Source: an optimization exercise on an open RTL-to-GDS flow (aim: small area and a short achievable clock period). Production flows keep margins and buffers that such runs may drop.
The RTL was checked by simulation tests, not by an equivalence proof against the original design.
No activity file was given, so power comes from the tool's default toggle rates.

## vector_dot_dma
module vector_dot_dma(
				clk,
				reset,
				address,
				writedata,
				write,
				read,
				readdata,
                b_data);
input clk;
input reset;                 
input [1:0] address;
input [31:0] writedata;
input write;
input read;
input b_data;                
output reg [31:0] readdata;
reg [31:0] a_buf [0:3];
reg [3:0]  a_valid;
reg        m_s;
reg [22:0] m_fa;
reg [11:0] m_bone;    
reg [11:0] m_btwo;
reg [10:0] m_bneg;
reg [8:0]  m_fe0;
reg        m_z;
reg [31:0] p;       
reg [31:0] acc;     
wire clr   = reset | read;
wire a_wr  = write & ~b_data;
wire b_wr  = write & b_data;
wire [31:0] a_sel = a_buf[address];
wire        a_ok  = a_valid[address];
wire [31:0] mul_out;
wire [31:0] add_out;
floating_multiplier m1(m_s, m_fa, m_bone, m_btwo, m_bneg, m_fe0, m_z, mul_out);
floating_add_sub a1(p, acc, add_out);
wire [8:0] e_sum = {1'b0, writedata[30:23]} + {1'b0, a_sel[30:23]} - 9'd127;
wire       z_in  = ~a_ok | (writedata == 32'd0) | (a_sel == 32'd0) |
                   (&writedata[30:23]) | (&a_sel[30:23]);
wire [24:0] y_ext = {1'b1, a_sel[22:0], 1'b0};
wire [11:0] b_one, b_two, b_neg;
genvar g;
generate
    for (g = 0; g < 12; g = g + 1) begin : booth
        wire [2:0] t = y_ext[2*g+2:2*g];
        assign b_one[g] = t[1] ^ t[0];
        assign b_two[g] = (t[2] & ~t[1] & ~t[0]) | (~t[2] & t[1] & t[0]);
        assign b_neg[g] = t[2];
    end
endgenerate
always @(posedge clk) begin
    if (reset)
        readdata <= 32'b0;
    else if (read)
        readdata <= add_out;
    if (clr)
        a_valid <= 4'b0;
    else if (a_wr)
        a_valid[address] <= 1'b1;
    if (a_wr)
        a_buf[address] <= writedata;
    if (clr)
        m_z <= 1'b1;
    else if (b_wr)
        m_z <= z_in;
    if (b_wr) begin
        m_s   <= writedata[31] ^ a_sel[31];
        m_fa  <= writedata[22:0];
        m_bone <= b_one;
        m_btwo <= b_two;
        m_bneg <= b_neg[10:0];
        m_fe0 <= e_sum;
    end
    if (clr) begin
        p   <= 32'b0;
        acc <= 32'b0;
    end else if (b_wr) begin
        p   <= mul_out;
        acc <= add_out;
    end
end
endmodule
Size: roughly 0.036 mm2 of cells after synthesis.
==> flow/config.mk <==
export PLATFORM = sky130hd
export DESIGN_NAME = vector_dot_dma
export DESIGN_NICKNAME = vector_dot_dma
export VERILOG_FILES = /design/flow/design.v
export SDC_FILE = /design/flow/constraint.sdc
export NUM_CORES = 4
export LEC_CHECK = 0
export ABC_AREA = 1
export CAP_MARGIN = 30
export CORE_MARGIN = 2
export CORE_UTILIZATION = 45
export PLACE_DENSITY = 0.6
export SLEW_MARGIN = 30
export TNS_END_PERCENT = 0
==> flow/constraint.sdc <==
create_clock -name core_clock -period 11.0 [get_ports {clk}]
set_input_delay 2.2000 -clock core_clock [delete_from_list [all_inputs] [get_ports {clk}]]
set_output_delay 2.2000 -clock core_clock [all_outputs]
set_load 0.01 [all_outputs]
standard.sh (not shown) runs the stock make flow with config.mk's settings and CLKGATE_MAP_FILE= SYNTH_SCRIPT=/design/flow/synth_recipe.tcl, a recipe that flattens the netlist after the stock synthesis.
==> flow/flow/run.sh <==
#!/bin/bash
# Own layout flow:
#  1. the standard synthesis, unchanged (standard.sh synth);
#  2. its combinational logic re-mapped by ABC (delay target 4.5 ns) as whole
#     register-to-register paths: the standard netlist's full/half adder
#     cells are turned back into logic first, so that ABC sees each path
#     whole (flow/remap.ys.in, flow/remap.abc); the registers keep their
#     instances, names and cell types;
set -euo pipefail
W=$(pwd)
R=$W/orfs/results/$FLOW_PLATFORM/vector_dot_dma/base
LIB=$FLOW_HOME/platforms/$FLOW_PLATFORM/lib/sky130_fd_sc_hd__tt_025C_1v80.lib
YOSYS=$FLOW_HOME/../tools/install/yosys/bin/yosys
[[ -x $YOSYS ]] || YOSYS=$(command -v yosys)

bash standard.sh synth > $W/log_1_standard_synth.log 2>&1

cp $R/1_2_yosys.v $W/standard_synth.v
sed -e "s|@LIB@|$LIB|g" -e "s|@IN@|$W/standard_synth.v|" -e "s|@TOP@|$FLOW_TOP|g" \
    -e "s|@ABC@|$W/flow/remap.abc|" -e "s|@CONSTR@|$W/flow/abc.constr|" \
    -e "s|@OUT@|$W/remapped.v|" $W/flow/remap.ys.in > $W/remap.ys
$YOSYS -s $W/remap.ys > $W/log_2_remap_yosys.log 2>&1
cp $W/remapped.v $R/1_2_yosys.v
rm -f $R/1_synth.odb $R/1_synth.sdc

bash standard.sh cts SETUP_SLACK_MARGIN=5.5 > $W/log_3_standard_layout_to_cts.log 2>&1
bash standard.sh finish SETUP_SLACK_MARGIN=5 > $W/log_4_standard_layout_finish.log 2>&1
==> flow/flow/remap.abc <==
strash
dch
map -D 4500
topo
buffer -c
upsize -c
dnsize -c
stime -p
Other scripts of this flow, unchanged in this note and not shown: flow/flow/abc.constr, flow/flow/remap.ys.in
Change:
--- a/flow/flow/run.sh
+++ b/flow/flow/run.sh
@@ -3,3 +3,3 @@
 #  1. the standard synthesis, unchanged (standard.sh synth);
-#  2. its combinational logic re-mapped by ABC (delay target 4.5 ns) as whole
+#  2. its combinational logic re-mapped by ABC (ORFS's area script) as whole
 #     register-to-register paths: the standard netlist's full/half adder
@@ -25,3 +25,2 @@
 
-bash standard.sh cts SETUP_SLACK_MARGIN=5.5 > $W/log_3_standard_layout_to_cts.log 2>&1
-bash standard.sh finish SETUP_SLACK_MARGIN=5 > $W/log_4_standard_layout_finish.log 2>&1
+bash standard.sh finish SETUP_SLACK_MARGIN=7 > $W/log_3_standard_layout.log 2>&1
==> flow/flow/remap.abc (replaced) <==
strash
dch
map -B 0.9
topo
stime -c
buffer -c
upsize -c
dnsize -c
stime -p
--- a/flow/config.mk
+++ b/flow/config.mk
@@ -10,4 +10,4 @@
 export CORE_MARGIN = 2
-export CORE_UTILIZATION = 45
-export PLACE_DENSITY = 0.6
+export CORE_UTILIZATION = 50
+export PLACE_DENSITY = 0.65
 export SLEW_MARGIN = 30
Effect: Sequential power hardly moves. Clock skew rose by 0.019 ns. Power is about the same. Final area rose by roughly a tenth. Wire length rose by a little under a tenth.
Change:
--- a/flow/flow/run.sh
+++ b/flow/flow/run.sh
@@ -25,2 +25,3 @@
 
-bash standard.sh finish SETUP_SLACK_MARGIN=7 > $W/log_3_standard_layout.log 2>&1
+bash standard.sh cts SETUP_SLACK_MARGIN=5.5 > $W/log_3_standard_layout_to_cts.log 2>&1
+bash standard.sh finish SETUP_SLACK_MARGIN=5 > $W/log_4_standard_layout_finish.log 2>&1
First-iteration DRC count climbs by a few percent.
Global-route usage drops by 1.6 points.
Worst setup slack is worse by 0.23 ns.
Fmax drops by a few percent.
Count of clock-buffer cells in the layout does not change.
Change:
--- a/flow/config.mk
+++ b/flow/config.mk
@@ -10,4 +10,4 @@
 export CORE_MARGIN = 2
-export CORE_UTILIZATION = 50
-export PLACE_DENSITY = 0.65
+export CORE_UTILIZATION = 45
+export PLACE_DENSITY = 0.6
 export SLEW_MARGIN = 30
Synthesized cell count is unchanged.
Cell count rises by about 1.6%.
Clock power rises by about 8%.

-- static timing again, ports no longer ideal --
In the flow no input, the clock included, has a driving cell. The finished layouts below were timed again as built, in two steps.
Step 1, drivers: a clkbuf_16 drives clk and a buf_2 each remaining input, both assumed.
Step 2 times the ports against the registers' clock, not the clock port: input delays grow and output delays shrink by t, the midpoint of the rising clock arrivals with the driver on.
a / b / c = no drivers / after step 1 / after step 2; a / b = the first two.
run	shift t [ns]	setup WS [ns]	pins driven straight from the clock port
the first run	0.631	4.018 / 4.018 / 4.018	1
the second run	0.627	5.505 / 5.505 / 5.280	1
the third run	0.598	5.278 / 5.278 / 5.228	1
the fourth run	0.617	5.303 / 5.303 / 5.256	1
After both steps setup and hold are still met in every run listed. The setup slack of the second run, which loses most, moves by 0.000 ns with the drivers and by -0.225 ns with both steps.
